From an optimization exercise on the open Yosys and OpenROAD flow, aimed at small area; shortcuts taken in it are not production practice. In this exercise RTL edits were held to simulation tests only and were not proved equivalent to the original.

==> flow/design.v (excerpt) <==
module lpf_cascade	(	clk,
				rst,
				sample_clk,
				k,
				vin,
				vout,
				vout_valid);
==> module lpf_stage_acc, before the edit <==
module lpf_stage_acc	(	v,
				d,
				k,
				en,
				vn);
input	[19:0]	v;
input	[20:0]	d;
input	[3:0]	k;
input		en;
output	[19:0]	vn;
wire signed	[20:0]	ds = d;
wire	[20:0]	shf = ds >>> k;
lpf_add_v	ADD_V	(	.x(v),
				.y(shf[19:0] & {20{en}}),
				.s(vn));
endmodule
==> module lpf_cascade, before the edit <==
module lpf_cascade	(	clk,
				rst,
				sample_clk,
				k,
				vin,
				vout,
				vout_valid);
input		clk;
input		rst;
input		sample_clk;
input	[3:0]	k;
input	[13:0]	vin;
output	[19:0]	vout;
output		vout_valid;
reg		sample_clk_old;
reg	[13:0]	vin_h;
reg	[3:0]	k_h;
reg	[4:0]	ph;
reg		clr;
reg		pend;
reg		run;
reg		run2;
reg	[19:0]	V0, V1, V2, V3, V4;
reg	[19:0]	W0, W1, W2, W3, W4;
reg		d20;
wire		sample = sample_clk & !sample_clk_old;
wire		ph4 = ph[4];
wire	[19:0]	x = {vin_h, 6'b000000};
wire	[19:0]	in_n = ~(ph4 ? x : V1);
wire		w3_x = run2 & ph[0];
wire		w3_v = run2 & !ph[0];
wire		w3_w = !(run2 | clr);
wire	[20:0]	d_n;
wire	[19:0]	vn;
lpf_stage_sub	SUB	(	.in_n(in_n),
				.w_n(W0),
				.v(V0),
				.k(k_h),
				.d_n(d_n));
lpf_stage_acc	ACC	(	.v(V4),
				.d({d20, W4}),
				.k(k_h),
				.en(run2),
				.vn(vn));
assign vout = V3;
assign vout_valid = run & ph[2];
always @(posedge clk) begin
	sample_clk_old <= sample_clk & !rst;
	if (sample) begin
		vin_h <= vin;
		k_h <= k;
	end
	if (rst) begin
		ph <= 5'b00001;
		clr <= 1'b1;
		pend <= 1'b0;
		run <= 1'b0;
		run2 <= 1'b0;
	end else begin
		ph <= {ph[3:0], ph[4]};
		if (ph4) begin
			clr <= 1'b0;
			run <= pend | sample;
			pend <= 1'b0;
		end else begin
			pend <= pend | sample;
		end
		run2 <= run;
	end
	d20 <= !d_n[20];
	V0 <= V1;
	V1 <= V2;
	V2 <= V3;
	V3 <= (rst | clr) ? 20'd0 : vn;
	V4 <= V0;
	W0 <= W1;
	W1 <= W2;
	W2 <= W3;
	W3 <= ~(({20{w3_x}} & x) | ({20{w3_v}} & V0) | ({20{w3_w}} & W4));
	W4 <= ~(run ? d_n[19:0] : W0);
end
endmodule
==> flow/config.mk <==
export PLATFORM = sky130hd
export DESIGN_NAME = lpf_cascade
export DESIGN_NICKNAME = lpf_cascade
export VERILOG_FILES = /design/flow/design.v
export SDC_FILE = /design/flow/constraint.sdc
export NUM_CORES = 4
export LEC_CHECK = 0
export ABC_AREA = 1
export CAP_MARGIN = 20
export CORE_MARGIN = 2
export CORE_UTILIZATION = 65
export GPL_ROUTABILITY_DRIVEN = 0
export GPL_TIMING_DRIVEN = 0
export PLACE_DENSITY = 0.8
export SLEW_MARGIN = 20
export SYNTH_HIERARCHICAL = 1
export SYNTH_MINIMUM_KEEP_SIZE = 0
==> flow/constraint.sdc <==
create_clock -name core_clock -period 10.0 [get_ports {clk}]
set_input_delay 2.0000 -clock core_clock [delete_from_list [all_inputs] [get_ports {clk}]]
set_output_delay 2.0000 -clock core_clock [all_outputs]
set_load 0.01 [all_outputs]
standard.sh (not shown) runs the stock make flow with config.mk's settings and CLKGATE_MAP_FILE= SYNTH_SCRIPT=/design/flow/synth_recipe.tcl, a recipe that flattens the netlist after the stock synthesis.
==> flow/flow/run.sh <==
#!/bin/bash
# The standard layout (standard.sh) with three changes:
#  - synthesis uses ORFS's own scripts unchanged except ABC's area script,
#    which maps for area only (amap) instead of map with buffering and
#    sizing for delay; registers are mapped exactly as the standard
#    synthesis maps them (dfflibmap runs before ABC);
#  - each port gets a single buf_1 buffer;
#  - the clock tree is built from clkbuf_4 cells without dummy loads.
# Each tool's output goes to its own log file in this folder.
set -euo pipefail
rm -rf scripts_local
cp -r "$FLOW_HOME/scripts" scripts_local
printf 'strash\ndch\namap -F 4 -A 8\ntopo\n' > scripts_local/abc_area.script
SCRIPTS_DIR="$PWD/scripts_local" bash standard.sh synth > synth.log 2>&1
export BUFFER_PORTS_ARGS="-buffer_cell sky130_fd_sc_hd__buf_1"
export CTS_ARGS="-sink_clustering_enable -repair_clock_nets -dont_use_dummy_load -buf_list {sky130_fd_sc_hd__clkbuf_4} -sink_clustering_size 10 -sink_clustering_max_diameter 40"
bash standard.sh > standard.log 2>&1
Rerun with:
--- a/flow/design.v
+++ b/flow/design.v
@@ -31,15 +31,24 @@
 				en,
 				vn);
 input	[19:0]	v;
 input	[20:0]	d;
-input	[3:0]	k;
+input	[2:0]	k;
 input		en;
 output	[19:0]	vn;
-wire signed	[20:0]	ds = d;
-wire	[20:0]	shf = ds >>> k;
+wire		s4 = en & k[2];
+wire		s0 = en & !k[2];
+wire	[20:0]	t1, t2, t3;
+genvar j;
+generate
+	for (j = 0; j < 21; j = j + 1) begin : g_sh
+		assign t1[j] = k[0] ? d[(j + 1 > 20) ? 20 : j + 1] : d[j];
+		assign t2[j] = k[1] ? t1[(j + 2 > 20) ? 20 : j + 2] : t1[j];
+		assign t3[j] = (s4 & t2[(j + 4 > 20) ? 20 : j + 4]) | (s0 & t2[j]);
+	end
+endgenerate
 lpf_add_v	ADD_V	(	.x(v),
-				.y(shf[19:0] & {20{en}}),
+				.y(t3[19:0]),
 				.s(vn));
 endmodule
 module lpf_add_s	(	x,
 			y,
@@ -122,16 +131,25 @@
 wire		w3_v = run2 & !ph[0];
 wire		w3_w = !(run2 | clr);
 wire	[20:0]	d_n;
 wire	[19:0]	vn;
+wire	[19:0]	d_n8;
+wire		w4_8 = run & k_h[3];
+wire		w4_0 = run & !k_h[3];
+genvar j;
+generate
+	for (j = 0; j < 20; j = j + 1) begin : g_d8
+		assign d_n8[j] = d_n[(j + 8 > 20) ? 20 : j + 8];
+	end
+endgenerate
 lpf_stage_sub	SUB	(	.in_n(in_n),
 				.w_n(W0),
 				.v(V0),
 				.k(k_h),
 				.d_n(d_n));
 lpf_stage_acc	ACC	(	.v(V4),
 				.d({d20, W4}),
-				.k(k_h),
+				.k(k_h[2:0]),
 				.en(run2),
 				.vn(vn));
 assign vout = V3;
 assign vout_valid = run & ph[2];
@@ -167,7 +185,7 @@
 	W0 <= W1;
 	W1 <= W2;
 	W2 <= W3;
 	W3 <= ~(({20{w3_x}} & x) | ({20{w3_v}} & V0) | ({20{w3_w}} & W4));
-	W4 <= ~(run ? d_n[19:0] : W0);
+	W4 <= ~(({20{w4_8}} & d_n8) | ({20{w4_0}} & d_n[19:0]) | ({20{!run}} & W0));
 end
 endmodule
What happened:
- final cell count shrinks by 6.0%
- routed wire length grows by 1.2%
- clock-buffer cell count is unchanged
- setup slack improves by 22 ps
- critical path depth grows by 1

---

## v34
The RTL this note starts from:
==> flow/design.v <==
module lpf_stage_sub	(	in,
				w,
				v,
				k,
				d);
input	[19:0]	in;
input	[19:0]	w;
input	[19:0]	v;
input	[3:0]	k;
output	[20:0]	d;
wire	[20:0]	cs;
wire	[19:0]	s;
wire	[20:0]	a;
wire	[14:0]	keep;
wire	[20:0]	nvm;
wire	[21:0]	cd;
assign cs[0] = 1'b0;
genvar j;
generate
	for (j = 0; j < 20; j = j + 1) begin : g_s
		assign s[j] = in[j] ^ w[j] ^ cs[j];
		assign cs[j+1] = (in[j] & w[j]) | (cs[j] & (in[j] ^ w[j]));
	end
	for (j = 0; j < 15; j = j + 1) begin : g_m
		assign keep[j] = (k <= j);
	end
endgenerate
assign a = {s[19], s[19], s[19:1]};
assign nvm = ~{v[19], v[19:15], v[14:0] & keep};
assign cd[0] = 1'b1;
generate
	for (j = 0; j < 21; j = j + 1) begin : g_d
		assign d[j] = a[j] ^ nvm[j] ^ cd[j];
		assign cd[j+1] = (a[j] & nvm[j]) | (cd[j] & (a[j] ^ nvm[j]));
	end
endgenerate
endmodule
module lpf_stage_acc	(	v,
				d,
				k,
				en,
				vn);
input	[19:0]	v;
input	[20:0]	d;
input	[3:0]	k;
input		en;
output	[19:0]	vn;
wire signed	[20:0]	ds = d;
wire	[20:0]	shf = ds >>> k;
wire	[19:0]	sh = shf[19:0] & {20{en}};
wire	[20:0]	c;
assign c[0] = 1'b0;
genvar j;
generate
	for (j = 0; j < 20; j = j + 1) begin : g_v
		assign vn[j] = v[j] ^ sh[j] ^ c[j];
		assign c[j+1] = (v[j] & sh[j]) | (c[j] & (v[j] ^ sh[j]));
	end
endgenerate
endmodule
module lpf_cascade	(	clk,
				rst,
				sample_clk,
				k,
				vin,
				vout,
				vout_valid);
input		clk;
input		rst;
input		sample_clk;
input	[3:0]	k;
input	[13:0]	vin;
output	[19:0]	vout;
output		vout_valid;
reg		sample_clk_old;
reg	[13:0]	vin_h;
reg	[3:0]	k_h;
reg	[2:0]	ph;
reg	[1:0]	clr_n;
reg		pend;
reg		run;
reg		run2;
reg	[19:0]	V0, V1, V2, V3, V4;
reg	[19:0]	W0, W1, W2, W3, W4;
reg		d20;
wire		sample = sample_clk & !sample_clk_old;
wire		ph4 = (ph == 3'd4);
wire		clr = (clr_n != 2'd0);
wire	[19:0]	x = {vin_h, 6'b000000};
wire	[19:0]	in = ph4 ? x : V1;
wire	[19:0]	in2 = (run2 & (ph == 3'd0)) ? x : V0;
wire	[20:0]	d;
wire	[19:0]	vn;
lpf_stage_sub	SUB	(	.in(in),
				.w(W0),
				.v(V0),
				.k(k_h),
				.d(d));
lpf_stage_acc	ACC	(	.v(V4),
				.d({d20, W4}),
				.k(k_h),
				.en(run2),
				.vn(vn));
assign vout = V3;
assign vout_valid = run & (ph == 3'd2);
always @(posedge clk) begin
	sample_clk_old <= sample_clk & !rst;
	if (sample) begin
		vin_h <= vin;
		k_h <= k;
	end
	if (rst) begin
		ph <= 3'd2;
		clr_n <= 2'd2;
		pend <= 1'b0;
		run <= 1'b0;
		run2 <= 1'b0;
	end else begin
		ph <= ph4 ? 3'd0 : ph + 3'd1;
		if (ph4) begin
			if (clr)
				clr_n <= clr_n - 2'd1;
			run <= (pend | sample) & (clr_n[1] == 1'b0);
			pend <= (pend | sample) & clr_n[1];
		end else begin
			pend <= pend | sample;
		end
		run2 <= run;
	end
	d20 <= d[20];
	V0 <= V1;
	V1 <= V2;
	V2 <= V3;
	V3 <= (rst | clr) ? 20'd0 : vn;
	V4 <= V0;
	W0 <= W1;
	W1 <= W2;
	W2 <= W3;
	W3 <= (run2 | clr) ? in2 : W4;
	W4 <= run ? d[19:0] : W0;
end
endmodule
Settings: LEC_CHECK=0, ABC_AREA=1, CAP_MARGIN=20, CORE_MARGIN=2, CORE_UTILIZATION=55, GPL_ROUTABILITY_DRIVEN=0, GPL_TIMING_DRIVEN=0, PLACE_DENSITY=0.7, SLEW_MARGIN=20; clock period 10.0 ns.
Scripts as last shown in full above: flow/flow/run.sh
What v11 does differently from v34 at the input level:
--- a/flow/design.v
+++ b/flow/design.v
@@ -74,22 +74,22 @@
 output		vout_valid;
 reg		sample_clk_old;
 reg	[13:0]	vin_h;
 reg	[3:0]	k_h;
-reg	[2:0]	ph;
+reg	[4:0]	ph;
 reg	[1:0]	clr_n;
 reg		pend;
 reg		run;
 reg		run2;
 reg	[19:0]	V0, V1, V2, V3, V4;
 reg	[19:0]	W0, W1, W2, W3, W4;
 reg		d20;
 wire		sample = sample_clk & !sample_clk_old;
-wire		ph4 = (ph == 3'd4);
+wire		ph4 = ph[4];
 wire		clr = (clr_n != 2'd0);
 wire	[19:0]	x = {vin_h, 6'b000000};
 wire	[19:0]	in = ph4 ? x : V1;
-wire	[19:0]	in2 = (run2 & (ph == 3'd0)) ? x : V0;
+wire	[19:0]	in2 = (run2 & ph[0]) ? x : V0;
 wire	[20:0]	d;
 wire	[19:0]	vn;
 lpf_stage_sub	SUB	(	.in(in),
 				.w(W0),
@@ -101,23 +101,23 @@
 				.k(k_h),
 				.en(run2),
 				.vn(vn));
 assign vout = V3;
-assign vout_valid = run & (ph == 3'd2);
+assign vout_valid = run & ph[2];
 always @(posedge clk) begin
 	sample_clk_old <= sample_clk & !rst;
 	if (sample) begin
 		vin_h <= vin;
 		k_h <= k;
 	end
 	if (rst) begin
-		ph <= 3'd2;
+		ph <= 5'b00100;
 		clr_n <= 2'd2;
 		pend <= 1'b0;
 		run <= 1'b0;
 		run2 <= 1'b0;
 	end else begin
-		ph <= ph4 ? 3'd0 : ph + 3'd1;
+		ph <= {ph[3:0], ph[4]};
 		if (ph4) begin
 			if (clr)
 				clr_n <= clr_n - 2'd1;
 			run <= (pend | sample) & (clr_n[1] == 1'b0);
Findings:
- Per the comparison of v11 with v34, number of antenna violations at the first check in global routing went down by 1, count of max-cap constraint violations was more or less identical.
- v11 vs v34, capture point of the worst path: V3[19]$_SDFF_PP0_ vs W4[19]$_DFF_P_
- v11 ends up with a sum of met2 wire segment lengths after detailed routing that is 2.5% lower than in v34.
- The lower setup slack after placement came out of v34.
- Final worst-path setup slack delta for v11 relative to v34: 7.6 ps higher
- Number of storage elements in the synthesis netlist in v11 vs v34: up about 0.9%
- For v34, the cell with the largest stage delay on the worst path was sky130_fd_sc_hd__fa_1, unlike v11, where it was sky130_fd_sc_hd__edfxtp_1.
- Row global-route wire length before repair: v11 lower / v34 higher
- Compared with v34, total wire length after detailed routing in v11 decreased by a few percent.

## static timing again, ports no longer ideal
Ports are ideal in the flow. The routed layouts listed here were re-timed in OpenROAD.
Step 1 assumes that a clkbuf_16 drives the clock port and a buf_2 every other input.
Step 2 times the ports against the registers' clock, not the clock port: input delays grow and output delays shrink by t, the midpoint of the rising clock arrivals with the driver on.
a / b / c = no drivers / after step 1 / after step 2; a / b = the first two.
| run | t, ns | slack for setup (ns) | cell pins on the clock port's net |
|---|---|---|---|
| the first run of note 1 | 0.627 | 0.203 / 0.203 / 0.203 | 1 |
| the second run of note 1 | 0.651 | 0.225 / 0.225 / 0.225 | 1 |
| v34 | 0.663 | 0.376 / 0.376 / 0.376 | 1 |
| v11 | 0.656 | 0.384 / 0.384 / 0.384 | 1 |
After both steps every run listed still meets setup and hold.
